This is an optimization exercise on Yosys and OpenROAD, whose aim is small area, not a production implementation. At most, simulation tests tie the RTL to the original design; equivalence was not proved. For runs 2 to 6, only the layout was checked, not whether the RTL still works. Power figures rest on the tool's default switching activity, not on a simulated workload.

`flow/design.v`:
```
`timescale 1 ps / 1 ps
module counter
(
  input   wire       clk,
  input   wire       rst,
  output  reg  [3:0] cnt
);
always @(posedge clk)
  if (rst) cnt <= 4'd0;
  else     cnt <= cnt + 4'd1;
endmodule
`timescale 1 ps / 1 ps
module control
(
  input   wire       clk,
  input   wire       rst,
  input   wire       enable_row_count,
  output  wire [3:0] pixel_cntr_A,
  output  reg        slice_cntr_A,
  output  reg        pixel_cntr_B,
  output  wire [3:0] slice_cntr_B,
  output  wire [4:0] rd_addr_A,
  output  wire [4:0] rd_addr_B,
  output  wire       wrap         
);
wire [3:0] cnt;
counter cnt_inst (.clk(clk), .rst(rst), .cnt(cnt));
assign wrap = &cnt;
always @(posedge clk)
  if (rst) begin
    slice_cntr_A <= 1'b0;
    pixel_cntr_B <= 1'b0;
  end else begin
    if (wrap & enable_row_count) slice_cntr_A <= ~slice_cntr_A;
    if (wrap)                    pixel_cntr_B <= ~pixel_cntr_B;
  end
assign pixel_cntr_A = cnt;
assign slice_cntr_B = cnt;
assign rd_addr_A    = {slice_cntr_A, cnt};
assign rd_addr_B    = {pixel_cntr_B, cnt};
endmodule
`timescale 1 ps / 1 ps
module pe
(
    input   wire          clk,
    input   wire          clr,
    input   wire  [7:0]   in_a_n,
    input   wire  [7:0]   in_b_n,
    output  reg   [7:0]   a_n,
    output  reg   [7:0]   b_n,
    output  reg   [15:0]  acc
);
wire [15:0] accg = acc & {16{~clr}};
wire pp0_0 = ~(a_n[0] | b_n[0]);
wire pp0_1 = ~(a_n[0] | b_n[1]);
wire pp0_2 = ~(a_n[0] | b_n[2]);
wire pp0_3 = ~(a_n[0] | b_n[3]);
wire pp0_4 = ~(a_n[0] | b_n[4]);
wire pp0_5 = ~(a_n[0] | b_n[5]);
wire pp0_6 = ~(a_n[0] | b_n[6]);
wire pp0_7 = ~(a_n[0] | b_n[7]);
wire pp1_0 = ~(a_n[1] | b_n[0]);
wire pp1_1 = ~(a_n[1] | b_n[1]);
wire pp1_2 = ~(a_n[1] | b_n[2]);
wire pp1_3 = ~(a_n[1] | b_n[3]);
wire pp1_4 = ~(a_n[1] | b_n[4]);
wire pp1_5 = ~(a_n[1] | b_n[5]);
wire pp1_6 = ~(a_n[1] | b_n[6]);
wire pp1_7 = ~(a_n[1] | b_n[7]);
wire pp2_0 = ~(a_n[2] | b_n[0]);
wire pp2_1 = ~(a_n[2] | b_n[1]);
wire pp2_2 = ~(a_n[2] | b_n[2]);
wire pp2_3 = ~(a_n[2] | b_n[3]);
wire pp2_4 = ~(a_n[2] | b_n[4]);
wire pp2_5 = ~(a_n[2] | b_n[5]);
wire pp2_6 = ~(a_n[2] | b_n[6]);
wire pp2_7 = ~(a_n[2] | b_n[7]);
wire pp3_0 = ~(a_n[3] | b_n[0]);
wire pp3_1 = ~(a_n[3] | b_n[1]);
wire pp3_2 = ~(a_n[3] | b_n[2]);
wire pp3_3 = ~(a_n[3] | b_n[3]);
wire pp3_4 = ~(a_n[3] | b_n[4]);
wire pp3_5 = ~(a_n[3] | b_n[5]);
wire pp3_6 = ~(a_n[3] | b_n[6]);
wire pp3_7 = ~(a_n[3] | b_n[7]);
wire pp4_0 = ~(a_n[4] | b_n[0]);
wire pp4_1 = ~(a_n[4] | b_n[1]);
wire pp4_2 = ~(a_n[4] | b_n[2]);
wire pp4_3 = ~(a_n[4] | b_n[3]);
wire pp4_4 = ~(a_n[4] | b_n[4]);
wire pp4_5 = ~(a_n[4] | b_n[5]);
wire pp4_6 = ~(a_n[4] | b_n[6]);
wire pp4_7 = ~(a_n[4] | b_n[7]);
wire pp5_0 = ~(a_n[5] | b_n[0]);
wire pp5_1 = ~(a_n[5] | b_n[1]);
wire pp5_2 = ~(a_n[5] | b_n[2]);
wire pp5_3 = ~(a_n[5] | b_n[3]);
wire pp5_4 = ~(a_n[5] | b_n[4]);
wire pp5_5 = ~(a_n[5] | b_n[5]);
wire pp5_6 = ~(a_n[5] | b_n[6]);
wire pp5_7 = ~(a_n[5] | b_n[7]);
wire pp6_0 = ~(a_n[6] | b_n[0]);
wire pp6_1 = ~(a_n[6] | b_n[1]);
wire pp6_2 = ~(a_n[6] | b_n[2]);
wire pp6_3 = ~(a_n[6] | b_n[3]);
wire pp6_4 = ~(a_n[6] | b_n[4]);
wire pp6_5 = ~(a_n[6] | b_n[5]);
wire pp6_6 = ~(a_n[6] | b_n[6]);
wire pp6_7 = ~(a_n[6] | b_n[7]);
wire pp7_0 = ~(a_n[7] | b_n[0]);
wire pp7_1 = ~(a_n[7] | b_n[1]);
wire pp7_2 = ~(a_n[7] | b_n[2]);
wire pp7_3 = ~(a_n[7] | b_n[3]);
wire pp7_4 = ~(a_n[7] | b_n[4]);
wire pp7_5 = ~(a_n[7] | b_n[5]);
wire pp7_6 = ~(a_n[7] | b_n[6]);
wire pp7_7 = ~(a_n[7] | b_n[7]);
wire s0, c0;
ha us0 (.a(pp0_0), .b(accg[0]), .s(s0), .co(c0));
wire s1, c1;
fa us1 (.a(pp0_1), .b(pp1_0), .c(accg[1]), .s(s1), .co(c1));
wire s2, c2;
ha us2 (.a(c0), .b(s1), .s(s2), .co(c2));
wire s3, c3;
fa us3 (.a(pp0_2), .b(pp1_1), .c(pp2_0), .s(s3), .co(c3));
wire s4, c4;
fa us4 (.a(s3), .b(accg[2]), .c(c1), .s(s4), .co(c4));
wire s5, c5;
ha us5 (.a(c2), .b(s4), .s(s5), .co(c5));
wire s6, c6;
fa us6 (.a(pp0_3), .b(pp1_2), .c(pp2_1), .s(s6), .co(c6));
wire s7, c7;
fa us7 (.a(pp3_0), .b(c3), .c(s6), .s(s7), .co(c7));
wire s8, c8;
fa us8 (.a(accg[3]), .b(s7), .c(c4), .s(s8), .co(c8));
wire s9, c9;
ha us9 (.a(c5), .b(s8), .s(s9), .co(c9));
wire s10, c10;
fa us10 (.a(pp0_4), .b(pp1_3), .c(pp2_2), .s(s10), .co(c10));
wire s11, c11;
fa us11 (.a(pp3_1), .b(pp4_0), .c(c6), .s(s11), .co(c11));
wire s12, c12;
fa us12 (.a(s10), .b(accg[4]), .c(s11), .s(s12), .co(c12));
wire s13, c13;
fa us13 (.a(c7), .b(s12), .c(c8), .s(s13), .co(c13));
wire s14, c14;
ha us14 (.a(c9), .b(s13), .s(s14), .co(c14));
wire s15, c15;
fa us15 (.a(pp0_5), .b(pp1_4), .c(pp2_3), .s(s15), .co(c15));
wire s16, c16;
fa us16 (.a(pp3_2), .b(pp4_1), .c(pp5_0), .s(s16), .co(c16));
wire s17, c17;
fa us17 (.a(c10), .b(s15), .c(s16), .s(s17), .co(c17));
wire s18, c18;
fa us18 (.a(accg[5]), .b(c11), .c(s17), .s(s18), .co(c18));
wire s19, c19;
fa us19 (.a(c12), .b(s18), .c(c13), .s(s19), .co(c19));
wire s20, c20;
ha us20 (.a(c14), .b(s19), .s(s20), .co(c20));
wire s21, c21;
fa us21 (.a(pp0_6), .b(pp1_5), .c(pp2_4), .s(s21), .co(c21));
wire s22, c22;
fa us22 (.a(pp3_3), .b(pp4_2), .c(pp5_1), .s(s22), .co(c22));
wire s23, c23;
fa us23 (.a(pp6_0), .b(c15), .c(c16), .s(s23), .co(c23));
wire s24, c24;
fa us24 (.a(s21), .b(s22), .c(accg[6]), .s(s24), .co(c24));
wire s25, c25;
fa us25 (.a(s23), .b(c17), .c(s24), .s(s25), .co(c25));
wire s26, c26;
fa us26 (.a(c18), .b(s25), .c(c19), .s(s26), .co(c26));
wire s27, c27;
ha us27 (.a(c20), .b(s26), .s(s27), .co(c27));
wire s28, c28;
fa us28 (.a(pp0_7), .b(pp1_6), .c(pp2_5), .s(s28), .co(c28));
wire s29, c29;
fa us29 (.a(pp3_4), .b(pp4_3), .c(pp5_2), .s(s29), .co(c29));
wire s30, c30;
fa us30 (.a(pp6_1), .b(pp7_0), .c(c21), .s(s30), .co(c30));
wire s31, c31;
fa us31 (.a(c22), .b(s28), .c(s29), .s(s31), .co(c31));
wire s32, c32;
fa us32 (.a(accg[7]), .b(c23), .c(s30), .s(s32), .co(c32));
wire s33, c33;
fa us33 (.a(s31), .b(c24), .c(s32), .s(s33), .co(c33));
wire s34, c34;
fa us34 (.a(c25), .b(s33), .c(c26), .s(s34), .co(c34));
wire s35, c35;
ha us35 (.a(c27), .b(s34), .s(s35), .co(c35));
wire s36, c36;
fa us36 (.a(pp1_7), .b(pp2_6), .c(pp3_5), .s(s36), .co(c36));
wire s37, c37;
fa us37 (.a(pp4_4), .b(pp5_3), .c(pp6_2), .s(s37), .co(c37));
wire s38, c38;
fa us38 (.a(pp7_1), .b(c28), .c(c29), .s(s38), .co(c38));
wire s39, c39;
fa us39 (.a(s36), .b(s37), .c(accg[8]), .s(s39), .co(c39));
wire s40, c40;
fa us40 (.a(c30), .b(s38), .c(c31), .s(s40), .co(c40));
wire s41, c41;
fa us41 (.a(s39), .b(c32), .c(s40), .s(s41), .co(c41));
wire s42, c42;
fa us42 (.a(c33), .b(s41), .c(c34), .s(s42), .co(c42));
wire s43, c43;
ha us43 (.a(c35), .b(s42), .s(s43), .co(c43));
wire s44, c44;
fa us44 (.a(pp2_7), .b(pp3_6), .c(pp4_5), .s(s44), .co(c44));
wire s45, c45;
fa us45 (.a(pp5_4), .b(pp6_3), .c(pp7_2), .s(s45), .co(c45));
wire s46, c46;
fa us46 (.a(c36), .b(c37), .c(s44), .s(s46), .co(c46));
wire s47, c47;
fa us47 (.a(s45), .b(accg[9]), .c(c38), .s(s47), .co(c47));
wire s48, c48;
fa us48 (.a(s46), .b(c39), .c(s47), .s(s48), .co(c48));
wire s49, c49;
fa us49 (.a(c40), .b(s48), .c(c41), .s(s49), .co(c49));
wire s50, c50;
fa us50 (.a(s49), .b(c42), .c(c43), .s(s50), .co(c50));
wire s51, c51;
fa us51 (.a(pp3_7), .b(pp4_6), .c(pp5_5), .s(s51), .co(c51));
wire s52, c52;
fa us52 (.a(pp6_4), .b(pp7_3), .c(c44), .s(s52), .co(c52));
wire s53, c53;
fa us53 (.a(c45), .b(s51), .c(accg[10]), .s(s53), .co(c53));
wire s54, c54;
fa us54 (.a(s52), .b(c46), .c(s53), .s(s54), .co(c54));
wire s55, c55;
fa us55 (.a(c47), .b(s54), .c(c48), .s(s55), .co(c55));
wire s56, c56;
fa us56 (.a(c49), .b(s55), .c(c50), .s(s56), .co(c56));
wire s57, c57;
fa us57 (.a(pp4_7), .b(pp5_6), .c(pp6_5), .s(s57), .co(c57));
wire s58, c58;
fa us58 (.a(pp7_4), .b(c51), .c(s57), .s(s58), .co(c58));
wire s59, c59;
fa us59 (.a(accg[11]), .b(c52), .c(s58), .s(s59), .co(c59));
wire s60, c60;
fa us60 (.a(c53), .b(s59), .c(c54), .s(s60), .co(c60));
wire s61, c61;
fa us61 (.a(s60), .b(c55), .c(c56), .s(s61), .co(c61));
wire s62, c62;
fa us62 (.a(pp5_7), .b(pp6_6), .c(pp7_5), .s(s62), .co(c62));
wire s63, c63;
fa us63 (.a(c57), .b(s62), .c(accg[12]), .s(s63), .co(c63));
wire s64, c64;
fa us64 (.a(c58), .b(s63), .c(c59), .s(s64), .co(c64));
wire s65, c65;
ha us65 (.a(s64), .b(c60), .s(s65), .co(c65));
wire s66, c66;
fa us66 (.a(pp6_7), .b(pp7_6), .c(c62), .s(s66), .co(c66));
wire s67, c67;
fa us67 (.a(accg[13]), .b(s66), .c(c63), .s(s67), .co(c67));
wire s68, c68;
fa us68 (.a(s67), .b(c64), .c(c65), .s(s68), .co(c68));
wire s69, c69;
fa us69 (.a(pp7_7), .b(accg[14]), .c(c66), .s(s69), .co(c69));
wire s70, c70;
fa us70 (.a(s69), .b(c67), .c(c68), .s(s70), .co(c70));
wire x71 = accg[15] ^ c69 ^ c70;
wire q12 = s65 ^ c61;
wire g13 = s65 & c61;
wire q13 = s68 ^ g13;
wire pr13 = s65 & s68;
wire g14 = pr13 & c61;
wire q14 = s70 ^ g14;
wire pr14 = pr13 & s70;
wire g15 = pr14 & c61;
wire q15 = x71 ^ g15;
wire pr15 = pr14 & x71;
wire [15:0] nxt = {q15, q14, q13, q12, s61, s56, s50, s43, s35, s27, s20, s14, s9, s5, s2, s0};
always @(posedge clk) begin
    a_n <= in_a_n;
    b_n <= in_b_n;
    acc <= nxt;
end
endmodule
module fa (input wire a, input wire b, input wire c, output wire s, output wire co);
assign s  = a ^ b ^ c;
assign co = (a & b) | (a & c) | (b & c);
endmodule
module ha (input wire a, input wire b, output wire s, output wire co);
assign s  = a ^ b;
assign co = a & b;
endmodule
`timescale 1 ps / 1 ps
module systolic
#
(
    parameter   D_W  = 8,  
    parameter   D_W_ACC = 16,  
    parameter   N   = 8,
    parameter   M   = 16
)
(
    input   wire                                        clk,
    input   wire                                        rst,
    input   wire                                        enable_row_count_A,
    output  wire    [$clog2(M)-1:0]                     pixel_cntr_A,
    output  wire    [($clog2(M/N)?$clog2(M/N):1)-1:0]   slice_cntr_A,
    output  wire    [($clog2(M/N)?$clog2(M/N):1)-1:0]   pixel_cntr_B,
    output  wire    [$clog2(M)-1:0]                     slice_cntr_B,
    output  wire    [$clog2((M*M)/N)-1:0]               rd_addr_A,
    output  wire    [$clog2((M*M)/N)-1:0]               rd_addr_B,
    input   wire    [N*D_W-1:0]                         A,  
    input   wire    [N*D_W-1:0]                         B,  
    output  wire    [N*N*D_W_ACC-1:0]                   D,  
    output  wire    [N*N-1:0]                           valid_D  
);
wire wrap;
control control_inst
  (
    .clk                  (clk),
    .rst                  (rst),
    .enable_row_count     (enable_row_count_A),
    .pixel_cntr_A         (pixel_cntr_A),
    .slice_cntr_A         (slice_cntr_A),
    .pixel_cntr_B         (pixel_cntr_B),
    .slice_cntr_B         (slice_cntr_B),
    .rd_addr_A            (rd_addr_A),
    .rd_addr_B            (rd_addr_B),
    .wrap                 (wrap)
  );
reg        was15;
reg [15:0] chain;    
reg [14:0] clr;
always @(posedge clk) begin
  was15       <= wrap;
  chain[0]    <= (pixel_cntr_A == 4'd0) && was15;
  chain[15:1] <= rst ? 15'd0 : chain[14:0];
  clr         <= rst ? 15'h7fff : chain[14:0];
end
wire [D_W-1:0] fa [N-1:0][N:0];
wire [D_W-1:0] fb [N:0][N-1:0];
genvar i, j;
generate
  for (i = 0; i < N; i = i + 1) begin : g_in
    assign fa[i][0] = rst ? {D_W{1'b1}} : ~A[i*D_W +: D_W];
    assign fb[0][i] = rst ? {D_W{1'b1}} : ~B[i*D_W +: D_W];
  end
  for (i = 0; i < N; i = i + 1) begin : g_row
    for (j = 0; j < N; j = j + 1) begin : g_col
      assign valid_D[i*N+j] = chain[i+j+1];
      pe pe_v
      (
        .clk    (clk),
        .clr    (clr[i+j]),
        .in_a_n (fa[i][j]),
        .in_b_n (fb[i][j]),
        .a_n    (fa[i][j+1]),
        .b_n    (fb[i+1][j]),
        .acc    (D[(i*N+j)*D_W_ACC +: D_W_ACC])
      );
    end
  end
endgenerate
endmodule
```
`flow/constraint.sdc`:
```
create_clock -name core_clock -period 7.0 [get_ports {clk}]
set_input_delay 1.4000 -clock core_clock [delete_from_list [all_inputs] [get_ports {clk}]]
set_output_delay 1.4000 -clock core_clock [all_outputs]
set_load 0.01 [all_outputs]
```
`flow/flow/run.sh`:
```
#!/bin/bash
# Standard layout (the standard.sh) with these changes:
#  - the port buffers are made from the smallest buffer cell;
#  - the buffers synthesis leaves on the nets between processing elements
#    are removed at floorplan (placement here is not timing-driven, which is
#    where the standard flow would remove them);
#  - clock tree: larger sink clusters and no dummy loads.
set -e
export BUFFER_PORTS_ARGS="-buffer_cell sky130_fd_sc_hd__buf_1"
export REMOVE_ABC_BUFFERS=1
export CTS_ARGS="-sink_clustering_enable -repair_clock_nets -sink_clustering_size 28 -sink_clustering_max_diameter 130 -dont_use_dummy_load"
bash standard.sh > standard.log 2>&1
```
`flow/standard.sh`:
```
#!/bin/bash
# synth_recipe.tcl (not shown) runs the flow's synth.tcl, then flattens the netlist and writes it again
# the make line also repeats each setting of config.mk as NAME=value (left out here)
make -C /OpenROAD-flow-scripts/flow DESIGN_CONFIG=/design/flow/config.mk WORK_HOME=/design/flow/orfs CLKGATE_MAP_FILE= SYNTH_SCRIPT=/design/flow/synth_recipe.tcl "${@:-finish}"
```
`flow/config.mk`:
```
export PLATFORM = sky130hd
export DESIGN_NAME = systolic
export DESIGN_NICKNAME = systolic
export VERILOG_FILES = /design/flow/design.v
export SDC_FILE = /design/flow/constraint.sdc
export NUM_CORES = 4
export LEC_CHECK = 0
export CAP_MARGIN = 20
export CORE_MARGIN = 2
export CORE_UTILIZATION = 55
export GPL_TIMING_DRIVEN = 0
export SLEW_MARGIN = 20
export SYNTH_HIERARCHICAL = 1
export SYNTH_MINIMUM_KEEP_SIZE = 0
```
==> results of run 1 <==
==> worst paths after layout <==
check	start	endpoint	slack [ps]	cells past startpoint
worst min-delay path	was15$_DFF_P_	chain[0]$_DFF_P_	440	1
worst max-delay path	clr[7]$_SDFF_PP1_	g_row[1].g_col[6].pe_v.acc[13]$_DFF_P_	270	17
worst min register to register	was15$_DFF_P_	chain[0]$_DFF_P_	440	1
worst max register to register	clr[7]$_SDFF_PP1_	g_row[1].g_col[6].pe_v.acc[13]$_DFF_P_	270	17
==> kinds of logic (layout without fill, tap and decap cells) <==
kind of cell,after synthesis,after routing,share of synthesized area
AOI/OAI and AO/OA,2,2,0.000109
xor gates and xnor gates,322,322,0.0176
adders and majority gates,4609,4609,0.543
buffers and inverters,1184,1344,0.0303
DFF,2086,2086,0.261
muxes,1,1,0.0000937
other,0,17,0
and+or+nand+nor,5418,5418,0.148
==> critical path, stage by stage, from the launching register on <==
cell and delay [ps]:
dfxtp_4 640, buf_12 280, buf_16 250, and2b_1 240, fa_1 370, fa_1 400, fa_1 400, fa_1 400
fa_1 400, fa_1 410, fa_1 430, fa_1 450, ha_1 210, fa_1 400, fa_1 400, fa_1 450
ha_1 240, xor2_1 160
==> state kept, by name (all words and copies together) (netlist names) <==
register                   cells
chain                         16
clr                           15
control_inst.cnt_inst.cnt      4
control_inst.pixel_cntr_B      1
control_inst.slice_cntr_A      1
g_row.g_col.pe_v.a_n         512
g_row.g_col.pe_v.acc        1024
g_row.g_col.pe_v.b_n         512
was15                          1
==> power breakdown <==
part / internal, mW / switching, mW / leakage [nW]
clock network: 2.32 / 3.97 / 1.11
logic: 6.41 / 9.79 / 61.9
registers: 14.6 / 2.56 / 17.4
total: 23.3 / 16.3 / 80.4
==> through the flow <==
step                      instances   util
after floorplan               12438      -
after global placement        17576  0.568
after detailed placement      17592  0.569
after CTS                     17682  0.577
after global routing          17691  0.577
final                         17699  0.577
==> routing by layer <==
layer  wire, µm  GRT usage  share of wire  up-vias
met1     163000      0.375           0.37    52054
met3      37300     0.0807          0.084      830
met5         92          0        0.00021        -
met2     211000      0.497           0.47     3888
li1           -          -              -    41096
met4      32800      0.191          0.074       14
==> Yosys stat by module (local to each module, per instance) <==
module | cell area, µm² | flops+latches | copies in the design
systolic | 2210 | 32 | 1
pe | 1120 | 32 | 64
control | 205 | 2 | 1
counter | 145 | 4 | 1
fa | 20.0 | 0 | 3904
ha | 12.5 | 0 | 640
==> area by class of cell <==
type                       instances  area, µm²  share of cell area
timing repair buffer            1254       5040              0.0300
multi-input combinational      10352     114000               0.678
sequential                      2086      41800               0.249
antenna                           17       42.5            0.000254
clock buffer                      90       2250              0.0134
tap                             3900       4880              0.0291
==> cells in the final DEF (no fill, tap or decap), drive strengths merged <==
cell / n
buf: 1254
fa: 3904
clkbuf: 90
mux2: 1
and2: 1
nor2: 4101
xor2: 64
xnor2: 258
nor2b: 849
and2b: 192
nand3: 65
ha: 705
nand2b: 129
nor4: 1
and4: 1
or2: 15
a21oi: 1
a31o: 1
nand4: 64
diode: 17
dfxtp: 2086
==> impl_metrics.tcl, run 1 <==
set metrics [dict create \
    status "complete, no violations" \
    core_area_mm2 0.290 \
    die-area_mm2 0.296 \
    drive_gt1_frac 0.00921 \
    yosysTopAreaCellShare 0.488 \
    fin_hold_ws_ps 442 \
    clock.fmax_mhz 149 \
    htree_levels 3 \
    yosysWarnings 10 \
    drt-pass1-iter-count 5 \
    drc 0 \
    finalHoldViolations 0 \
    cts-resized-gates 0 \
    die_y_um 544 \
    power_density_mw_per_mm2 237 \
    ctsHoldBuffers 0 \
    min_period_ps 6730 \
    track_usage 0.310 \
    grt_pass1_wl_um 684000 \
    power_mw 39.7 \
    cp-end-kind "flip-flop" \
    drtIter0Drc 6728 \
    synth_commonest_cells "nor2_1 (4,101), fa_1 (3,904), dfxtp_1 (2,086), clkbuf_1 (1,026), nor2b_1 (849)" \
    crit_type "reg2reg" \
    synth_flop_cell "dfxtp_1" \
    cts_buffers 90 \
    insertion_delay_ps 880 \
    dp_slack_ps 302 \
    slew_headroom 0.253 \
    num_rows 198 \
    die_w_um 544 \
    globalplace.congestion 0.927 \
    final.setup.worst_slack_ps 267 \
    start_util 0.552 \
    antenna_found_initial 29 \
    num_vias 97882 \
    maxCapViolCount 0 \
    yosys.cell_types.count 23 \
    ys_async_sr_fraction 0 \
    cts_buffer_depth 4 \
    area_growth_pct 4.62 \
    path_clk_slew_ps 110 \
    wl_per_cell_um 25.1 \
    post-dp-hpwl_um 366000 \
    fillers 24256 \
    worst_setup_path_start_kind "flip-flop" \
    cts_tree "built" \
    netlist_area_mm2 0.160 \
    post-synth-top-count-cell "nor2_1" \
    design_area_mm2 0.168 \
    grt_max_degree 65 \
    ys_ff_latch 2086 \
    leakage_nw 80.4 \
    setup_tns_ps 0 \
    max_slew.worst_pin.slew_ps 1120 \
    drv_slew 0 \
    synth_edf_count 0 \
    pin_count 1239 \
    clock-skew-final_ps 56.0 \
    hold_class "reg2reg" \
    post-route-period-util 0.962 \
    synthTopCellsByArea "fa_1 (49%), dfxtp_1 (26%), nor2_1 (9.6%)" \
    max-vdd-ir-drop_mv 0.206 \
    drt-total-wl_um 444000 \
    cp.arrival_ps 7500 \
    antenna_left 0 \
    clkSinkCount 2086 \
    synth_top_area_cell "fa_1" \
    io_buffers 1238 \
    syn_inst 13622 \
    cts-root-buf "clkbuf_16" \
    synth_area_per_cell_um2 11.8 \
    grt-ovfl-total 0 \
    ys_seq_area_frac 0.261 \
    placed_cell_area_mm2 0.165 \
    cts_setup_buffers 0 \
    via_per_inst 5.53 \
    grt_pass1_vias 110937 \
    worstPathMaxFanout 60 \
    crit_required_ps 7760 \
    rsz0062_at_grt "no" \
    nNetsFinal 18524 \
    setup_viol 0 \
]
==> run 2: changes to the inputs <==
--- a/flow/design.v
+++ b/flow/design.v
@@ -248,3 +248,3 @@
 wire s65, c65;
-ha us65 (.a(s64), .b(c60), .s(s65), .co(c65));
+fa us65 (.a(s64), .b(c60), .c(c61), .s(s65), .co(c65));
 wire s66, c66;
@@ -254,3 +254,3 @@
 wire s68, c68;
-fa us68 (.a(s67), .b(c64), .c(c65), .s(s68), .co(c68));
+ha us68 (.a(s67), .b(c64), .s(s68), .co(c68));
 wire s69, c69;
@@ -260,13 +260,10 @@
 wire x71 = accg[15] ^ c69 ^ c70;
-wire q12 = s65 ^ c61;
-wire g13 = s65 & c61;
-wire q13 = s68 ^ g13;
-wire pr13 = s65 & s68;
-wire g14 = pr13 & c61;
+wire q13 = s68 ^ c65;
+wire g14 = s68 & c65;
 wire q14 = s70 ^ g14;
-wire pr14 = pr13 & s70;
-wire g15 = pr14 & c61;
+wire pr14 = s68 & s70;
+wire g15 = pr14 & c65;
 wire q15 = x71 ^ g15;
 wire pr15 = pr14 & x71;
-wire [15:0] nxt = {q15, q14, q13, q12, s61, s56, s50, s43, s35, s27, s20, s14, s9, s5, s2, s0};
+wire [15:0] nxt = {q15, q14, q13, s65, s61, s56, s50, s43, s35, s27, s20, s14, s9, s5, s2, s0};
 always @(posedge clk) begin
--- a/flow/flow/run.sh
+++ b/flow/flow/run.sh
@@ -10,3 +10,3 @@
 export REMOVE_ABC_BUFFERS=1
-export CTS_ARGS="-sink_clustering_enable -repair_clock_nets -sink_clustering_size 28 -sink_clustering_max_diameter 130 -dont_use_dummy_load"
+export CTS_ARGS="-sink_clustering_enable -repair_clock_nets -sink_clustering_size 25 -sink_clustering_max_diameter 120 -dont_use_dummy_load"
 bash standard.sh > standard.log 2>&1
--- a/flow/config.mk
+++ b/flow/config.mk
@@ -9,3 +9,5 @@
 export CORE_MARGIN = 2
-export CORE_UTILIZATION = 55
+export CORE_UTILIZATION = 40
+export CTS_CLUSTER_DIAMETER = 120
+export CTS_CLUSTER_SIZE = 25
 export GPL_TIMING_DRIVEN = 0
==> run 2 against run 1 <==
Compared with the run above:
- global-route usage decreased by 8.5 points
- sequential share of layout area decreased by 0.44 points
- hold slack got worse by 5.9 ps
- clock-buffer cell count increased by 25
- synthesized area increased by 0.30%
- clock skew increased by 36 ps
- final cell count increased by 6.7%
- setup slack got worse by 95 ps
- largest power group unchanged
- synthesized cell count decreased by 1.4%
- die area increased by 38%
- critical path depth decreased by 1
==> impl_metrics.tcl, run 2 <==
set metrics [dict create \
    start_util 0.402 \
    syn_inst 13430 \
    grt_max_degree 65 \
    num_rows 232 \
    status "complete, no violations" \
    max_slew.worst_pin.slew_ps 949 \
    track_usage 0.224 \
    setup_viol 0 \
    yosysWarnings 10 \
    grt-ovfl-total 0 \
    clock.fmax_mhz 146 \
    min_period_ps 6830 \
    hold_class "reg2reg" \
    layout_commonest_cell "nor2_1" \
    drv_slew 0 \
    slowest_stage "dfxtp_1" \
    synth_area_per_cell_um2 12.0 \
    pin_count 1239 \
    synth_top_area_cell "fa_1" \
    synth_edf_count 0 \
    ys_seq_area_frac 0.260 \
    globalplace.congestion 0.923 \
    post-route-period-util 0.975 \
    slew_headroom 0.366 \
    worst_setup_path_start_kind "flip-flop" \
    io_buffers 1238 \
    path_clk_slew_ps 100 \
    crit_buf_inv 0 \
    max-vdd-ir-drop_mv 0.289 \
    crit_start "g_row[6].g_col[3].pe_v.a_n[1]$_DFF_P_" \
    post-dp-hpwl_um 371000 \
    final_cell_mix "nor2_1 (4,101), fa_1 (3,904), dfxtp_1 (2,070), buf_1 (1,237), ha_1 (705)" \
    antenna_found_initial 9 \
    cts_buffer_depth 4 \
    setup_tns_ps 0 \
    clock-skew-final_ps 91.9 \
    wl_per_cell_um 23.8 \
    htree_levels 3 \
    maxCapViolCount 0 \
    die_y_um 638 \
    via_per_inst 5.03 \
    post-synth-top-count-cell "nor2_1" \
    r2r_end "g_row[6].g_col[3].pe_v.acc[14]$_DFF_P_" \
    r2r_slack_ps 170 \
    fillers 37268 \
    cp-endpoint "g_row[6].g_col[3].pe_v.acc[14]$_DFF_P_" \
    multi_input_area_mm2 0.114 \
    netlist_area_mm2 0.161 \
    ys_ff_latch 2086 \
    nNetsFinal 18365 \
    ys_async_sr_fraction 0 \
    area_growth_pct 6.18 \
    critPathTopFamily "adder cells" \
    r2r_cells 16 \
    cts_tree "built" \
    grt_pass1_wl_um 684000 \
    drt-total-wl_um 449000 \
    insertion_delay_ps 940 \
    antenna_left 0 \
    yosys.cell_types.count 25 \
    num_vias 95103 \
    largest_reg_flops 1024 \
    drt-pass1-iter-count 7 \
    drive_gt1_frac 0.0402 \
    leakage_nw 83.4 \
    worst_path_most_repeated_cell "fa_1" \
    crit_required_ps 7800 \
    cts-root-buf "clkbuf_16" \
    synth_flop_cell "dfxtp_1" \
    die_w_um 638 \
    worstPathMaxFanout 10 \
    crit_cells 16 \
    finalHoldViolations 0 \
    seq_area_mm2 0.0418 \
    cts_buffers 115 \
    crit_path_max_incr_delay_ps 850 \
    cp.arrival_ps 7630 \
    power_mw 40.2 \
    crit_type "reg2reg" \
    clkSinkCount 2086 \
    synth_commonest_cells "nor2_1 (4,101), fa_1 (3,904), dfxtp_1 (2,086), clkbuf_1 (1,090), ha_1 (705)" \
    r2r_start "g_row[6].g_col[3].pe_v.a_n[1]$_DFF_P_" \
    core_area_mm2 0.400 \
    top_register "g_row.g_col.pe_v.acc" \
    cp-end-kind "flip-flop" \
    reg_top3 "g_row.g_col.pe_v.acc x1024, g_row.g_col.pe_v.a_n x512, g_row.g_col.pe_v.b_n x512" \
    yosysTopAreaCellShare 0.486 \
    die-area_mm2 0.407 \
    path_cells "nor2_1 > fa_1 > fa_1 > fa_1 > fa_1 > fa_1 > fa_1 > fa_1 > fa_1 > ha_1 > fa_1 > fa_1 > fa_1 > fa_1 > ha_1 > xor2_1" \
    synthTopCellsByArea "fa_1 (49%), dfxtp_1 (26%), nor2_1 (9.6%)" \
    drc 0 \
    power_density_mw_per_mm2 236 \
    grt_pass1_vias 106829 \
    drtIter0Drc 5270 \
]
==> run 2: how the worst min path moves through the flow <==
stage | start | end | slack [ps] | cells after the start
2_1_floorplan | chain[0]$_DFF_P_ | clr[0]$_SDFF_PP1_ | 410 | 1
3_3_place_gp | chain[0]$_DFF_P_ | clr[0]$_SDFF_PP1_ | 420 | 1
3_5_place_dp | chain[0]$_DFF_P_ | clr[0]$_SDFF_PP1_ | 420 | 1
4_1_cts | chain[0]$_DFF_P_ | clr[0]$_SDFF_PP1_ | 440 | 1
5_1_grt | chain[0]$_DFF_P_ | clr[0]$_SDFF_PP1_ | 460 | 1
6_report | chain[0]$_DFF_P_ | clr[0]$_SDFF_PP1_ | 440 | 1
==> run 2: area by class of cell <==
cell class	count	share of cell area
multi-input cells	10160	0.669
flip-flops and latches	2086	0.245
well taps	5265	0.0386
repair buffers	1262	0.0303
clock buffers	115	0.0169
diodes	4	0.0000587
==> run 2: routing by layer <==
layer	wire length (µm)	global-route usage
met1	164000	0.262
met5	31	0
met4	41600	0.164
met2	216000	0.370
met3	27400	0.0439
==> run 2: worst reg2reg max path, delay by kind of cell (launching register included) <==
kind / cells / cell delay (ps)
and+or+nand+nor: 1 / 160
adders and majority gates: 14 / 5580
xor gates and xnor gates: 1 / 160
DFF: 1 / 850
==> run 2: modules after synthesis, one instance, submodules excluded <==
module / cells inside / flops+latches / area, µm²
fa: 1 / 0 / 20.0
counter: 13 / 4 / 145
pe: 134 / 32 / 1120
systolic: 273 / 32 / 2210
ha: 1 / 0 / 12.5
control: 24 / 2 / 205
==> run 2: power by group <==
part	internal, mW	total [mW]	switching [mW]	leakage, nW
sequential	14.6	17.2	2.56	17.4
clock	2.91	7.08	4.17	1.42
combinational	6.14	15.9	9.81	64.6
total	23.7	40.2	16.5	83.4
==> run 2: metrics by stage <==
stage / instances / hold slack [ps] / setup slack, ps / area (µm²) / utilization
final: 18892 / 436 / 172 / 171000 / 0.427
after global routing: 18889 / 463 / -2.90 / 171000 / 0.427
after CTS: 18881 / 440 / 16.8 / 170000 / 0.427
after detailed placement: 18764 / 417 / -62.3 / 168000 / 0.419
after global placement: 18749 / 415 / -2970 / 167000 / 0.418
after floorplan: 12246 / 406 / -390 / 156000 / -
==> run 2: logic make-up after synthesis <==
logic type / synth area share
simple gates: 0.153
mux: 0.0000934
compound gates: 0.000109
fa+ha+maj: 0.541
xor+xnor: 0.0161
flops: 0.260
buf+inv: 0.0297
==> run 2: what timing repair did <==
| item | in CTS | in global routing |
|---|---|---|
| hold buffers | 0 | 0 |
| endpoints found under the setup margin | 6 | 33 |
| pin swaps | 0 | 0 |
| gates resized for setup | 0 | 3 |
| buffers inserted | 2 | 7 |
| cloned | 0 | 0 |
==> run 3: changes to the inputs <==
--- a/flow/config.mk
+++ b/flow/config.mk
@@ -10,5 +10,4 @@
 export CORE_UTILIZATION = 40
-export CTS_CLUSTER_DIAMETER = 120
-export CTS_CLUSTER_SIZE = 25
 export GPL_TIMING_DRIVEN = 0
+export PLACE_DENSITY = 0.8
 export SLEW_MARGIN = 20
==> run 3 against run 2 <==
Compared with the run above:
- clock power decreased by 2%
- non-clock buffer count decreased by 3
- synthesized area unchanged
- routed wire length increased by 5.2%
- power increased by 0.13%
- fmax decreased by 0.85%
- final cell count about the same
- sequential power about the same
- via count increased by 4.7%
- clock-buffer cell count decreased by 5
- sequential share of layout area about the same
- critical path type unchanged
==> impl_metrics.tcl, run 3 <==
set metrics [dict create \
    synth_top_area_cell "fa_1" \
    r2r_end "g_row[0].g_col[2].pe_v.acc[14]$_DFF_P_" \
    wl_per_cell_um 25.0 \
    synth_flop_cell "dfxtp_1" \
    clkSinkCount 2086 \
    post-dp-hpwl_um 391000 \
    synth-compound-area-share 0.000109 \
    path_clk_slew_ps 100 \
    drc 0 \
    die_y_um 638 \
    num_vias 99617 \
    post-synth-top-count-cell "nor2_1" \
    ys_ff_latch 2086 \
    cts-root-buf "clkbuf_16" \
    drt-pass1-iter-count 8 \
    slew_headroom 0.288 \
    cts_buffer_depth 4 \
    synth_area_per_cell_um2 12.0 \
    largest_reg_flops 1024 \
    insertion_delay_ps 940 \
    core_area_mm2 0.400 \
    ys_seq_area_frac 0.260 \
    pin_count 1239 \
    syn_inst 13430 \
    min_from "g_row[0].g_col[7].pe_v.b_n[1]$_DFF_P_" \
    area_growth_pct 6.12 \
    drt-total-wl_um 472000 \
    finalHoldViolations 0 \
    design_area_mm2 0.171 \
    synth-xor-area-share 0.0161 \
    synth_commonest_cells "nor2_1 (4,101), fa_1 (3,904), dfxtp_1 (2,086), clkbuf_1 (1,090), ha_1 (705)" \
    hold_depth 0 \
    via_per_inst 5.27 \
    antenna_found_initial 41 \
    clock-skew-final_ps 145 \
    yosysWarnings 10 \
    crit_required_ps 7780 \
    max-vdd-ir-drop_mv 0.250 \
    worst_setup_path_start_kind "flip-flop" \
    track_usage 0.234 \
    crit_start "g_row[0].g_col[2].pe_v.b_n[3]$_DFF_P_" \
    cp.arrival_ps 7670 \
    fillers 35901 \
    r2r_cells 16 \
    grt_max_degree 65 \
    setup_viol 0 \
    min_period_ps 6890 \
    htree_levels 3 \
    maxCapViolCount 0 \
    hold_class "reg2reg" \
    status "complete, no violations" \
    yosysTopAreaCellShare 0.486 \
    die_w_um 638 \
    reg_top3 "g_row.g_col.pe_v.acc x1024, g_row.g_col.pe_v.a_n x512, g_row.g_col.pe_v.b_n x512" \
    worstPathMaxFanout 9 \
    post-route-period-util 0.984 \
    synth_top_family_by_area "adder cells" \
    netlist_area_mm2 0.161 \
    num_rows 232 \
    fin_hold_ws_ps 418 \
    fin_cells 18904 \
    rsz0062_at_grt "no" \
    synth_adder_area_share 0.541 \
    io_buffers 1238 \
    synth_edf_count 0 \
    antenna_left 0 \
    placed_cell_area_mm2 0.168 \
    cts_buffers 110 \
    leakage_nw 83.4 \
    top_register "g_row.g_col.pe_v.acc" \
    placedCellCount 18763 \
    grt_pass1_vias 112420 \
    synthTopCellsByArea "fa_1 (49%), dfxtp_1 (26%), nor2_1 (9.6%)" \
    r2r_start "g_row[0].g_col[2].pe_v.b_n[3]$_DFF_P_" \
    start_util 0.402 \
    yosys.cell_types.count 25 \
    layout_commonest_cell "nor2_1" \
    drive_gt1_frac 0.0402 \
    yosys.area_share.simple 0.153 \
    final_cell_mix "nor2_1 (4,101), fa_1 (3,904), dfxtp_1 (2,061), buf_1 (1,237), ha_1 (705)" \
    nNetsFinal 18357 \
    crit_type "reg2reg" \
    r2r_slack_ps 110 \
    cp-end-kind "flip-flop" \
    globalplace.congestion 0.941 \
    clock.fmax_mhz 145 \
    power_density_mw_per_mm2 236 \
    grt_pass1_wl_um 711000 \
    ys_async_sr_fraction 0 \
    max_slew.worst_pin.slew_ps 1070 \
    drv_slew 0 \
    die-area_mm2 0.407 \
    drtIter0Drc 7310 \
    whs_endpoint "g_row[1].g_col[7].pe_v.b_n[1]$_DFF_P_" \
    grt-ovfl-total 0 \
    cts_tree "built" \
    muxShareOfSynthArea 0.0000934 \
    ctsHoldBuffers 0 \
]
==> run 3: cell counts after synthesis <==
Identical to the previous run, type by type.
==> run 3: cell type report <==
type | instances | area, µm² | share of cell area
multi-input combinational | 10160 | 114000 | 0.670
sequential | 2086 | 41800 | 0.245
tap | 5265 | 6590 | 0.0386
timing repair buffer | 1259 | 5150 | 0.0302
clock buffer | 110 | 2750 | 0.0161
antenna | 24 | 60.1 | 0.000352
==> run 3: per-layer routing <==
metal	track usage	part of all wire	vias to the layer above
met5	0	0.00064	-
met4	0.207	0.11	50
met3	0.0620	0.087	1510
met2	0.391	0.49	5170
met1	0.244	0.31	52320
li1	-	-	40567
==> run 3: worst max path at each step <==
stage                                             end  depth (start not counted)
2_1_floorplan  g_row[0].g_col[7].pe_v.acc[14]$_DFF_P_                         16
3_3_place_gp   g_row[1].g_col[6].pe_v.acc[14]$_DFF_P_                         16
3_5_place_dp   g_row[2].g_col[5].pe_v.acc[14]$_DFF_P_                         17
4_1_cts        g_row[5].g_col[3].pe_v.acc[14]$_DFF_P_                         16
5_1_grt        g_row[0].g_col[6].pe_v.acc[14]$_DFF_P_                         16
6_report       g_row[0].g_col[2].pe_v.acc[14]$_DFF_P_                         16
==> run 3: worst max-delay path, stage by stage (launching register included) <==
cell     delay, ps
dfxtp_1        840
nor2_1         170
fa_1           480
fa_1           520
fa_1           460
fa_1           450
fa_1           440
fa_1           430
fa_1           400
fa_1           440
ha_1           210
fa_1           390
fa_1           390
fa_1           390
fa_1           400
ha_1           220
xor2_1         150
==> run 3: modules after synthesis, one instance, submodules excluded <==
module / cells / flops+latches / cell area [µm²]
counter: 13 / 4 / 145
systolic: 273 / 32 / 2210
control: 24 / 2 / 205
fa: 1 / 0 / 20.0
pe: 134 / 32 / 1120
ha: 1 / 0 / 12.5
==> run 3: what timing repair did <==
item	CTS	global route
gates resized for setup	2	11
buffers inserted	2	5
cloned	0	0
setup endpoints to repair	10	20
==> run 3: kinds of logic (layout without fill, tap and decap cells) <==
family | Yosys count | after routing
and+or+nand+nor | 5354 | 5354
adders and majority gates | 4609 | 4609
DFF | 2086 | 2086
buffers and inverters | 1184 | 1369
xor gates and xnor gates | 194 | 194
AOI/OAI and AO/OA | 2 | 2
muxes | 1 | 1
other | 0 | 24
==> run 3: power breakdown <==
group	internal, mW	switching (mW)	leakage (nW)
Combinational	6.24	9.81	64.6
Sequential	14.6	2.67	17.4
Clock	2.79	4.12	1.36
Total	23.7	16.6	83.4
==> run 3: per-stage QoR <==
stage               TNS (ps)  power (mW)  setup slack, ps  utilization
detailed placement      -624        33.5             -131        0.419
finish                     0        40.3              114        0.427
floorplan             -15030        26.1             -390            -
global placement     -641180        32.7            -2780        0.418
CTS                        0        40.6             5.15        0.426
global route               0        43.0             11.1        0.427
==> run 4: changes to the inputs <==
--- a/flow/design.v
+++ b/flow/design.v
@@ -254,3 +254,3 @@
 wire s68, c68;
-ha us68 (.a(s67), .b(c64), .s(s68), .co(c68));
+fa us68 (.a(s67), .b(c64), .c(c65), .s(s68), .co(c68));
 wire s69, c69;
@@ -258,12 +258,9 @@
 wire s70, c70;
-fa us70 (.a(s69), .b(c67), .c(c68), .s(s70), .co(c70));
+ha us70 (.a(s69), .b(c67), .s(s70), .co(c70));
 wire x71 = accg[15] ^ c69 ^ c70;
-wire q13 = s68 ^ c65;
-wire g14 = s68 & c65;
-wire q14 = s70 ^ g14;
-wire pr14 = s68 & s70;
-wire g15 = pr14 & c65;
+wire q14 = s70 ^ c68;
+wire g15 = s70 & c68;
 wire q15 = x71 ^ g15;
-wire pr15 = pr14 & x71;
-wire [15:0] nxt = {q15, q14, q13, s65, s61, s56, s50, s43, s35, s27, s20, s14, s9, s5, s2, s0};
+wire pr15 = s70 & x71;
+wire [15:0] nxt = {q15, q14, s68, s65, s61, s56, s50, s43, s35, s27, s20, s14, s9, s5, s2, s0};
 always @(posedge clk) begin
--- a/flow/config.mk
+++ b/flow/config.mk
@@ -10,4 +10,5 @@
 export CORE_UTILIZATION = 40
+export CTS_CLUSTER_DIAMETER = 120
+export CTS_CLUSTER_SIZE = 25
 export GPL_TIMING_DRIVEN = 0
-export PLACE_DENSITY = 0.8
 export SLEW_MARGIN = 20
==> run 4 against run 3 <==
Compared with the run above:
- largest cell class unchanged
- register-to-register slack better by 30 ps
- critical path depth up 2
- synthesized cell count down 0.95%
- critical path type unchanged
- synthesized area down 1.0%
- routed wire length down 4.7%
==> impl_metrics.tcl, run 4 <==
set metrics [dict create \
    status "complete, no violations" \
    cts_buffers 111 \
    nNetsFinal 18484 \
    yosys.cell_types.count 23 \
    max_slew.worst_pin.slew_ps 1040 \
    power.share.combinational 0.402 \
    seq_power_share 0.424 \
    cts_buffer_depth 4 \
    layout_commonest_cell "nor2_1" \
    die_y_um 635 \
    worst_path_most_repeated_cell "fa_1" \
    die_w_um 635 \
    pin_count 1239 \
    via_per_inst 5.03 \
    drtIter0Drc 5245 \
    r2r_slack_ps 140 \
    slew_headroom 0.310 \
    netlist_area_mm2 0.159 \
    fin_hold_ws_ps 354 \
    post-synth-top-count-cell "nor2_1" \
    antenna_left 0 \
    antenna_found_initial 9 \
    worst_setup_path_start_kind "flip-flop" \
    r2r_start "g_row[5].g_col[7].pe_v.a_n[0]$_DFF_P_" \
    path_cells "nor2_1 > fa_1 > fa_1 > fa_1 > fa_1 > fa_1 > fa_1 > fa_1 > fa_1 > ha_1 > fa_1 > fa_1 > fa_1 > fa_1 > fa_1 > ha_1 > xnor2_1 > xnor3_1" \
    crit_path_max_incr_delay_ps 520 \
    power.internal_mw 23.7 \
    largest_reg_flops 1024 \
    p_sw_frac 0.410 \
    track_usage 0.226 \
    synth_edf_count 0 \
    power_mw 40.2 \
    cp.arrival_ps 7620 \
    insertion_delay_ps 930 \
    syn_inst 13302 \
    r2r_end "g_row[5].g_col[7].pe_v.acc[15]$_DFF_P_" \
    synth_top_area_cell "fa_1" \
    leakage_nw 82.5 \
    drc 0 \
    max-vdd-ir-drop_mv 0.221 \
    num_vias 95496 \
    worstPathMaxFanout 8 \
    finalHoldViolations 0 \
    ys_seq_area_frac 0.263 \
    area_growth_pct 9.06 \
    setup_tns_ps 0 \
    crit_type "reg2reg" \
    post-route-period-util 0.980 \
    start_util 0.402 \
    drive_gt1_frac 0.0851 \
    synth_commonest_cells "nor2_1 (4,101), fa_1 (3,904), dfxtp_1 (2,086), clkbuf_1 (1,026), ha_1 (705)" \
    grt_pass1_vias 106470 \
    maxCapViolCount 0 \
    slowest_stage "fa_1" \
    power_density_mw_per_mm2 232 \
    die-area_mm2 0.403 \
    cp-end-kind "flip-flop" \
    grt_max_degree 44 \
    drt-pass1-iter-count 6 \
    top_register "g_row.g_col.pe_v.acc" \
    globalplace.congestion 0.904 \
    ys_async_sr_fraction 0 \
    ys_ff_latch 2086 \
    cp-endpoint "g_row[5].g_col[7].pe_v.acc[15]$_DFF_P_" \
    fillers 36662 \
    path_clk_slew_ps 100 \
    clock-skew-final_ps 127 \
    clock.fmax_mhz 146 \
    placed_cell_area_mm2 0.166 \
    final_cell_mix "nor2_1 (4,067), fa_1 (3,760), dfxtp_1 (1,604), buf_1 (1,236), ha_1 (696)" \
    crit_start "g_row[5].g_col[7].pe_v.a_n[0]$_DFF_P_" \
    core_area_mm2 0.396 \
    multi_input_area_mm2 0.113 \
    wl_per_cell_um 23.7 \
    clock_power_share 0.174 \
    cts_tree "built" \
    htree_levels 3 \
    design_area_mm2 0.173 \
    crit_required_ps 7760 \
    grt_pass1_wl_um 683000 \
    clkSinkCount 2086 \
    post-dp-hpwl_um 355000 \
    hold_class "reg2reg" \
    io_buffers 1238 \
    r2r_cells 18 \
    yosysWarnings 10 \
    num_rows 231 \
    drt-total-wl_um 450000 \
    cts-root-buf "clkbuf_16" \
    switchingPower_mw 16.5 \
    reg_top3 "g_row.g_col.pe_v.acc x1024, g_row.g_col.pe_v.a_n x512, g_row.g_col.pe_v.b_n x512" \
    yosysTopAreaCellShare 0.491 \
    grt-ovfl-total 0 \
    drv_slew 0 \
    synth_area_per_cell_um2 12.0 \
    seq_area_mm2 0.0430 \
    min_period_ps 6860 \
    synth_flop_cell "dfxtp_1" \
    synthTopCellsByArea "fa_1 (49%), dfxtp_1 (26%), nor2_1 (9.7%)" \
    setup_viol 0 \
]
==> run 4: cell types whose count changed after synthesis, sizes merged <==
| cell | change |
|---|---|
| nor2b | +448 |
| nand2b | -64 |
| xor2 | -64 |
| and2b | -384 |
| nand3 | -64 |
| clkbuf | -64 |
| buf | +64 |
==> run 4: cells by family (layout without fill, tap and decap cells) <==
| logic type | count (synthesis) | count (layout) | share of synthesized area |
|---|---|---|---|
| and+or+nand+nor | 5290 | 5290 | 0.147 |
| adders and majority gates | 4609 | 4609 | 0.547 |
| DFF | 2086 | 2086 | 0.263 |
| buffers and inverters | 1184 | 1624 | 0.0305 |
| xor gates and xnor gates | 130 | 130 | 0.0127 |
| AOI/OAI and AO/OA | 2 | 2 | 0.000110 |
| muxes | 1 | 1 | 0.0000944 |
| other | 0 | 6 | 0 |
==> run 4: power by group through the flow <==
stage / logic (mW) / clock network, mW / registers, mW
after floorplan: 8.47 / 0 / 17.5
after global placement: 15.7 / 0 / 17.3
after detailed placement: 15.9 / 0 / 17.3
after CTS: 16.3 / 7.29 / 17.1
after global routing: 18.3 / 7.65 / 17.4
final: 16.1 / 6.99 / 17.0
==> run 4: worst min-delay path by stage <==
stage,from,to,cells past startpoint
finish,g_row[5].g_col[4].pe_v.b_n[2]$_DFF_P_,g_row[6].g_col[4].pe_v.b_n[2]$_DFF_P_,0
global route,g_row[5].g_col[4].pe_v.b_n[0]$_DFF_P_,g_row[6].g_col[4].pe_v.b_n[0]$_DFF_P_,0
CTS,g_row[2].g_col[2].pe_v.b_n[3]$_DFF_P_,g_row[3].g_col[2].pe_v.b_n[3]$_DFF_P_,0
detailed placement,was15$_DFF_P_,chain[0]$_DFF_P_,1
global placement,was15$_DFF_P_,chain[0]$_DFF_P_,1
floorplan,chain[0]$_DFF_P_,clr[0]$_SDFF_PP1_,1
==> run 4: layout make-up <==
cell class | count | share of cell area
clock buffers | 111 | 0.0160
repair buffers | 1513 | 0.0456
well taps | 5242 | 0.0378
diodes | 6 | 0.0000866
flip-flops and latches | 2086 | 0.248
multi-input cells | 10032 | 0.653
==> run 4: metal layers <==
metal	up-vias	global-route usage	routed length, µm
met5	-	0	45
met4	6	0.121	31500
met3	704	0.0460	29100
met2	2935	0.383	223000
met1	51228	0.270	166000
li1	40623	-	-
==> run 4: timing repair <==
action	4_1_cts	5_1_grt
buffers inserted	73	153
resized for setup	363	578
gates cloned	21	8
hold buffers	0	0
pin swaps	4	25
setup endpoints to repair	81	64
==> run 4: worst max-delay path, delay by kind of cell, from the launching register on <==
family / cells / cell delay [ps]
fa+ha+maj: 15 / 5840
flops: 1 / 430
xor+xnor: 2 / 380
simple gates: 1 / 90
==> run 4: per-module statistics from Yosys (local to each module, per instance) <==
module | copies in the design | flip-flops and latches
ha | 640 | 0
systolic | 1 | 32
fa | 3904 | 0
control | 1 | 2
pe | 64 | 32
counter | 1 | 4
==> run 4: stage by stage <==
| step | instances | worst slack, ps | utilization |
|---|---|---|---|
| 6_report | 18990 | 143 | 0.438 |
| 5_1_grt | 18989 | -31.7 | 0.438 |
| 4_1_cts | 18823 | 0.0639 | 0.431 |
| 3_5_place_dp | 18618 | -680 | 0.419 |
| 3_3_place_gp | 18598 | -3850 | 0.418 |
| 2_1_floorplan | 12118 | -1370 | - |
==> run 5: changes to the inputs <==
--- a/flow/design.v
+++ b/flow/design.v
@@ -254,3 +254,3 @@
 wire s68, c68;
-fa us68 (.a(s67), .b(c64), .c(c65), .s(s68), .co(c68));
+ha us68 (.a(s67), .b(c64), .s(s68), .co(c68));
 wire s69, c69;
@@ -258,9 +258,12 @@
 wire s70, c70;
-ha us70 (.a(s69), .b(c67), .s(s70), .co(c70));
+fa us70 (.a(s69), .b(c67), .c(c68), .s(s70), .co(c70));
 wire x71 = accg[15] ^ c69 ^ c70;
-wire q14 = s70 ^ c68;
-wire g15 = s70 & c68;
+wire q13 = s68 ^ c65;
+wire g14 = s68 & c65;
+wire q14 = s70 ^ g14;
+wire pr14 = s68 & s70;
+wire g15 = pr14 & c65;
 wire q15 = x71 ^ g15;
-wire pr15 = s70 & x71;
-wire [15:0] nxt = {q15, q14, s68, s65, s61, s56, s50, s43, s35, s27, s20, s14, s9, s5, s2, s0};
+wire pr15 = pr14 & x71;
+wire [15:0] nxt = {q15, q14, q13, s65, s61, s56, s50, s43, s35, s27, s20, s14, s9, s5, s2, s0};
 always @(posedge clk) begin
==> flow/flow/run.sh (replaced) <==
#!/bin/bash
# Standard layout, with the port buffers made from the smallest buffer cell
# instead of the flow's default choice.
set -e
cp standard.sh standard_sh_copy.log
cp synth_recipe.tcl synth_recipe_copy.log
cp config.mk config_mk_copy.log
export BUFFER_PORTS_ARGS="-buffer_cell sky130_fd_sc_hd__buf_1"
bash standard.sh > standard.log 2>&1
--- a/flow/config.mk
+++ b/flow/config.mk
@@ -10,5 +10,2 @@
 export CORE_UTILIZATION = 40
-export CTS_CLUSTER_DIAMETER = 120
-export CTS_CLUSTER_SIZE = 25
-export GPL_TIMING_DRIVEN = 0
 export SLEW_MARGIN = 20
==> run 5 against run 4 <==
Compared with the run above:
- routed wire length up 7.6%
- first-iteration DRC count up 32%
- fmax up 2.5%
- clock-buffer cell count up 228
- clock power up 120%
- global-route usage up 1.7 points
- largest power group unchanged
==> impl_metrics.tcl, run 5 <==
set metrics [dict create \
    status "complete, no violations" \
    fin_hold_ws_ps 390 \
    syn_inst 13430 \
    crit_path_max_incr_delay_ps 740 \
    grt_pass1_wl_um 732000 \
    start_util 0.402 \
    drv_slew 0 \
    top_register "g_row.g_col.pe_v.acc" \
    final_cell_mix "nor2_1 (4,101), fa_1 (3,904), dfxtp_1 (2,077), buf_1 (1,237), ha_1 (705)" \
    r2r_start "g_row[3].g_col[6].pe_v.a_n[0]$_DFF_P_" \
    crit_buf_inv 0 \
    die_w_um 638 \
    muxShareOfSynthArea 0.0000934 \
    insertion_delay_ps 930 \
    drive_gt1_frac 0.0949 \
    worst_setup_path_start_kind "flip-flop" \
    max-vdd-ir-drop_mv 0.247 \
    crit_type "reg2reg" \
    min_from "g_row[4].g_col[3].pe_v.b_n[2]$_DFF_P_" \
    highest_layer "met5" \
    design_area_mm2 0.181 \
    antenna_found_initial 21 \
    synth_adder_area_share 0.541 \
    slew_headroom 0.389 \
    critPathTopFamily "adder cells" \
    path_clk_slew_ps 60 \
    placed_cell_area_mm2 0.171 \
    synth_area_per_cell_um2 12.0 \
    rsz0062_at_grt "no" \
    ys_async_sr_fraction 0 \
    via_per_inst 5.03 \
    clkSinkCount 2086 \
    post-route-period-util 0.956 \
    drt-pass1-iter-count 5 \
    synth-xor-area-share 0.0161 \
    cts_setup_buffers 0 \
    leakage_nw 88.8 \
    area_growth_pct 12.5 \
    num_rows 232 \
    core_area_mm2 0.400 \
    synth_commonest_cells "nor2_1 (4,101), fa_1 (3,904), dfxtp_1 (2,086), clkbuf_1 (1,090), ha_1 (705)" \
    final.setup.worst_slack_ps 311 \
    post-dp-hpwl_um 410000 \
    die-area_mm2 0.407 \
    synth_top_family_by_area "adder cells" \
    synth_edf_count 0 \
    ys_seq_area_frac 0.260 \
    setup_viol 0 \
    yosys.area_share.simple 0.153 \
    maxCapViolCount 0 \
    dp_slack_ps 185 \
    hold_class "reg2reg" \
    grt_pass1_vias 111756 \
    netlist_area_mm2 0.161 \
    drt-met1-wl_um 174000 \
    met3_length_um 34700 \
    slowest_stage "dfxtp_1" \
    grt_max_degree 79 \
    pin_count 1239 \
    track_usage 0.243 \
    drt-total-wl_um 484000 \
    finalHoldViolations 0 \
    wl_per_cell_um 24.5 \
    cts_tree "built" \
    fin_cells 19785 \
    yosys.cell_types.count 25 \
    ys_ff_latch 2086 \
    synthTopCellsByArea "fa_1 (49%), dfxtp_1 (26%), nor2_1 (9.6%)" \
    yosysTopAreaCellShare 0.486 \
    globalplace.congestion 0.932 \
    synth_flop_cell "dfxtp_1" \
    largest_reg_flops 1024 \
    cts_buffer_depth 4 \
    num_vias 99500 \
    cp-end-kind "flip-flop" \
    reg_top3 "g_row.g_col.pe_v.acc x1024, g_row.g_col.pe_v.a_n x512, g_row.g_col.pe_v.b_n x512" \
    cts-root-buf "clkbuf_16" \
    synth_top_area_cell "fa_1" \
    placedCellCount 19275 \
    cts_buffers 267 \
    cp.arrival_ps 7460 \
    synth-compound-area-share 0.000109 \
    worstPathMaxFanout 5 \
    grt-ovfl-total 0 \
    drc 0 \
    crit_start "g_row[3].g_col[6].pe_v.a_n[0]$_DFF_P_" \
    io_buffers 1238 \
    power_density_mw_per_mm2 268 \
    post-synth-top-count-cell "nor2_1" \
    min_period_ps 6690 \
    path_cells "nor2_1 > fa_1 > fa_1 > fa_1 > fa_1 > fa_1 > fa_1 > fa_1 > fa_1 > ha_1 > fa_1 > fa_1 > fa_1 > fa_1 > ha_1 > xor2_1" \
    layout_commonest_cell "nor2_1" \
    setup_tns_ps 0 \
    worst_path_most_repeated_cell "fa_1" \
    crit_required_ps 7770 \
    nNetsFinal 19019 \
    yosysWarnings 10 \
    clock.fmax_mhz 149 \
    drtIter0Drc 6900 \
    antenna_left 0 \
    ctsHoldBuffers 0 \
    htree_levels 5 \
    die_y_um 638 \
    max_slew.worst_pin.slew_ps 921 \
    cts-resized-gates 0 \
    clock-skew-final_ps 51.5 \
    wl_met2_um 240000 \
    fillers 36641 \
]
run 5: cell type report:
type                    count  area, µm²  share of cell area
clock inverters           144       2190              0.0121
well taps                5265       6590              0.0364
clock buffers             339       7370              0.0407
flip-flops and latches   2086      41800               0.231
repair buffers           1764       8640              0.0478
diodes                     27       67.6            0.000374
multi-input cells       10160     114000               0.631
run 5: cell families after synthesis:
logic type      after synthesis
fa+ha+maj                  4609
mux                           1
flops                      2086
compound gates                2
xor+xnor                    194
simple gates               5354
buf+inv                    1184
run 5: modules after synthesis, one instance, submodules excluded:
module	cells	flip-flops and latches
ha	1	0
control	24	2
fa	1	0
systolic	273	32
pe	134	32
counter	13	4
run 5: through the flow:
step                      power, mW   util
after global placement         33.6  0.428
after detailed placement       33.8  0.428
after CTS                      49.3  0.452
final                          48.5  0.452
after global routing           51.8  0.452
after floorplan                26.3      -
run 5: routing by layer:
| layer | up-vias | global-route usage |
|---|---|---|
| met5 | - | 0 |
| met4 | 16 | 0.142 |
| met3 | 886 | 0.0547 |
| met2 | 3761 | 0.413 |
| met1 | 52683 | 0.282 |
| li1 | 42154 | - |
run 5: worst paths after layout:
check,slack [ps],end,depth (start not counted)
max,310,g_row[3].g_col[6].pe_v.acc[14]$_DFF_P_,16
min,390,g_row[5].g_col[3].pe_v.b_n[2]$_DFF_P_,0
max reg2reg,310,g_row[3].g_col[6].pe_v.acc[14]$_DFF_P_,16
min reg2reg,390,g_row[5].g_col[3].pe_v.b_n[2]$_DFF_P_,0
run 5: where the power goes:
part           total (mW)  switching [mW]  leakage, nW  internal, mW
registers            17.1            2.46         17.4          14.7
logic                16.3            9.98         66.7          6.35
clock network        15.1            5.97         4.61          9.11
==> run 6: changes to the inputs <==
--- a/flow/design.v
+++ b/flow/design.v
@@ -52,3 +52,19 @@
 );
-wire [15:0] accg = acc & {16{~clr}};
+wire [15:0] accg;
+gt ug0 (.a(acc[0]), .c(clr), .y(accg[0]));
+gt ug1 (.a(acc[1]), .c(clr), .y(accg[1]));
+gt ug2 (.a(acc[2]), .c(clr), .y(accg[2]));
+gt ug3 (.a(acc[3]), .c(clr), .y(accg[3]));
+gt ug4 (.a(acc[4]), .c(clr), .y(accg[4]));
+gt ug5 (.a(acc[5]), .c(clr), .y(accg[5]));
+gt ug6 (.a(acc[6]), .c(clr), .y(accg[6]));
+gt ug7 (.a(acc[7]), .c(clr), .y(accg[7]));
+gt ug8 (.a(acc[8]), .c(clr), .y(accg[8]));
+gt ug9 (.a(acc[9]), .c(clr), .y(accg[9]));
+gt ug10 (.a(acc[10]), .c(clr), .y(accg[10]));
+gt ug11 (.a(acc[11]), .c(clr), .y(accg[11]));
+gt ug12 (.a(acc[12]), .c(clr), .y(accg[12]));
+gt ug13 (.a(acc[13]), .c(clr), .y(accg[13]));
+gt ug14 (.a(acc[14]), .c(clr), .y(accg[14]));
+gt ug15 (.a(acc[15]), .c(clr), .y(accg[15]));
 wire pp0_0 = ~(a_n[0] | b_n[0]);
@@ -282,2 +298,5 @@
 endmodule
+module gt (input wire a, input wire c, output wire y);
+assign y = a & ~c;
+endmodule
 `timescale 1 ps / 1 ps
==> flow/flow/run.sh (replaced) <==
#!/bin/bash
# Standard layout (the standard.sh) with these changes:
#  - the port buffers are made from the smallest buffer cell;
#  - the buffers synthesis leaves on the nets between processing elements
#    are removed at floorplan (placement here is not timing-driven, which is
#    where the standard flow would remove them);
#  - clock tree: larger sink clusters and no dummy loads.
set -e
export BUFFER_PORTS_ARGS="-buffer_cell sky130_fd_sc_hd__buf_1"
export REMOVE_ABC_BUFFERS=1
export CTS_ARGS="-sink_clustering_enable -repair_clock_nets -sink_clustering_size 25 -sink_clustering_max_diameter 120 -dont_use_dummy_load"
bash standard.sh > standard.log 2>&1
--- a/flow/config.mk
+++ b/flow/config.mk
@@ -10,2 +10,5 @@
 export CORE_UTILIZATION = 40
+export CTS_CLUSTER_DIAMETER = 120
+export CTS_CLUSTER_SIZE = 25
+export GPL_TIMING_DRIVEN = 0
 export SLEW_MARGIN = 20
==> run 6 against run 5 <==
Compared with the run above:
- critical path type unchanged
- still clean
- combinational power rose by 8%
- synthesized cell count down 0.48%
- largest cell class unchanged
- critical path depth increased by 5
==> impl_metrics.tcl, run 6 <==
set metrics [dict create \
    status "complete, no violations" \
    worstPathMaxFanout 18 \
    die_w_um 650 \
    ctsHoldBuffers 0 \
    met2_usage 0.394 \
    globalplace.congestion 0.911 \
    finalHoldViolations 0 \
    drive_gt1_frac 0.0947 \
    min_period_ps 6860 \
    post-synth-top-count-cell "nor2_1" \
    largest_reg_flops 1024 \
    fin_cells 19237 \
    max-vdd-ir-drop_mv 0.220 \
    yosys.area_share.simple 0.185 \
    synth_top_family_by_area "adder cells" \
    gr-usage-met3 0.0475 \
    netlist_area_mm2 0.167 \
    synth_flop_cell "dfxtp_1" \
    crit_start "clr[6]$_SDFF_PP1_" \
    yosysTopAreaCellShare 0.469 \
    max_slew.worst_pin.slew_ps 974 \
    ys_seq_area_frac 0.250 \
    htree_levels 3 \
    grt-ovfl-total 0 \
    power.internal_mw 25.4 \
    final_cell_mix "nor2_1 (4,101), fa_1 (3,903), dfxtp_1 (2,059), buf_1 (1,237), nor2b_4 (1,024)" \
    clock-skew-final_ps 87.9 \
    setup_tns_ps 0 \
    crit_required_ps 7840 \
    drtIter0Drc 5200 \
    post-route-period-util 0.981 \
    yosysWarnings 10 \
    hold_class "reg2reg" \
    switchingPower_mw 16.7 \
    num_vias 96288 \
    grt_pass1_vias 109329 \
    grt.met1_usage 0.245 \
    cp-end-kind "flip-flop" \
    dp_slack_ps -894 \
    slew_headroom 0.350 \
    synth_area_per_cell_um2 12.5 \
    antenna_left 0 \
    reg_top3 "g_row.g_col.pe_v.acc x1024, g_row.g_col.pe_v.a_n x512, g_row.g_col.pe_v.b_n x512" \
    antenna_found_initial 36 \
    pin_count 1239 \
    io_buffers 1238 \
    drt-total-wl_um 464000 \
    top_register "g_row.g_col.pe_v.acc" \
    ys_async_sr_fraction 0 \
    rsz0062_at_grt "no" \
    drv_slew 0 \
    syn_inst 13366 \
    synth_edf_count 0 \
    core_area_mm2 0.416 \
    cts_tree "built" \
    num_rows 237 \
    clkSinkCount 2086 \
    track_usage 0.223 \
    cp.arrival_ps 7710 \
    synth-compound-area-share 0.000105 \
    drt-pass1-iter-count 5 \
    path_clk_slew_ps 110 \
    r2r_slack_ps 140 \
    grt-busiest-layer "met2" \
    power.share.combinational 0.418 \
    via_per_inst 5.01 \
    clock.fmax_mhz 146 \
    p_sw_frac 0.397 \
    area_growth_pct 7.30 \
    cts_buffers 116 \
    synth_top_area_cell "fa_1" \
]
[run 6: cell types whose count changed after synthesis, sizes merged]
| cell | before | now |
|---|---|---|
| clkbuf | 1090 | 1026 |
| nor2b | 273 | 1041 |
| nand2b | 193 | 129 |
| xnor2 | 66 | 2 |
| xor2 | 64 | 128 |
| and2b | 704 | 0 |
[run 6: worst min-delay path by stage]
stage                      from           endpoint  cells after the start
6_report       chain[0]$_DFF_P_  clr[0]$_SDFF_PP1_                      1
5_1_grt        chain[0]$_DFF_P_  clr[0]$_SDFF_PP1_                      1
4_1_cts        chain[0]$_DFF_P_  clr[0]$_SDFF_PP1_                      1
3_5_place_dp   chain[0]$_DFF_P_  clr[0]$_SDFF_PP1_                      1
3_3_place_gp   chain[0]$_DFF_P_  clr[0]$_SDFF_PP1_                      1
2_1_floorplan  chain[0]$_DFF_P_  clr[0]$_SDFF_PP1_                      1
[run 6: per-module statistics from Yosys, one instance, submodules excluded]
module    cells inside  area, µm²
fa                   1       20.0
counter             13        145
pe                 117        998
systolic           273       2210
gt                   1       13.8
ha                   1       12.5
control             24        205
[run 6: kinds of logic (layout without fill, tap and decap cells)]
kind of cell	count (synthesis)	after routing
XOR/XNOR	194	194
multiplexers	1	1
other	0	16
adder cells (fa/ha/maj)	4609	4609
flip-flops	2086	2086
buffers and inverters	1120	1478
AO/OA/AOI/OAI	2	2
AND/OR/NAND/NOR	5354	5354
[run 6: what timing repair did]
| item | in CTS | in global routing |
|---|---|---|
| gates cloned | 12 | 4 |
| gates resized for setup | 9 | 12 |
| buffers inserted | 19 | 41 |
| endpoints found under the setup margin | 83 | 22 |
| pin swaps | 0 | 1 |
[run 6: through the flow]
step | area, µm² | hold WS, ps | utilization | power, mW
after detailed placement | 175000 | 425 | 0.421 | 35.4
after CTS | 178000 | 455 | 0.429 | 42.9
final | 179000 | 449 | 0.430 | 42.1
after global routing | 179000 | 469 | 0.430 | 45.3
after floorplan | 162000 | 406 | - | 28.1
after global placement | 174000 | 430 | 0.418 | 35.1
[run 6: critical path, cell delays in order, from the launching register on]
cell and delay, ps:
dfxtp_4 380, buf_16 220, buf_16 160, buf_16 180
buf_16 180, buf_16 130, nor2b_4 40, fa_1 390
fa_1 410, fa_1 400, fa_1 390, fa_1 400
fa_1 400, fa_1 390, fa_1 440, ha_1 210
fa_1 390, fa_1 390, fa_1 400, fa_1 410
ha_1 220, xor2_1 150
[run 6: power by group through the flow]
| stage | clock (mW) | sequential (mW) | combinational, mW |
|---|---|---|---|
| 2_1_floorplan | 0 | 17.8 | 10.3 |
| 3_3_place_gp | 0 | 17.8 | 17.3 |
| 3_5_place_dp | 0 | 17.6 | 17.7 |
| 4_1_cts | 7.51 | 17.4 | 18.0 |
| 5_1_grt | 7.85 | 17.7 | 19.8 |
| 6_report | 7.15 | 17.3 | 17.6 |
[run 6: cell type report]
| cell class | count | area [µm²] |
|---|---|---|
| clock buffer | 116 | 2900 |
| fill | 38459 | 237000 |
| timing repair buffer | 1362 | 6810 |
| antenna | 16 | 40.0 |
| sequential | 2086 | 41800 |
| tap | 5497 | 6880 |
| multi-input combinational | 10160 | 120000 |
[run 6: routing by layer]
metal	vias up	wire length (µm)
li1	40707	-
met1	51768	161000
met2	2989	238000
met3	788	30500
met4	36	35200
met5	-	245

Re-timed with assumed drivers on the ports (clkbuf_16 on the clock, buf_2 on other inputs), run 6 has 0.136 ns of setup slack against 0.136 ns with ideal ports, and 0.136 ns once port delays also move by the mid clock arrival of 0.992 ns.
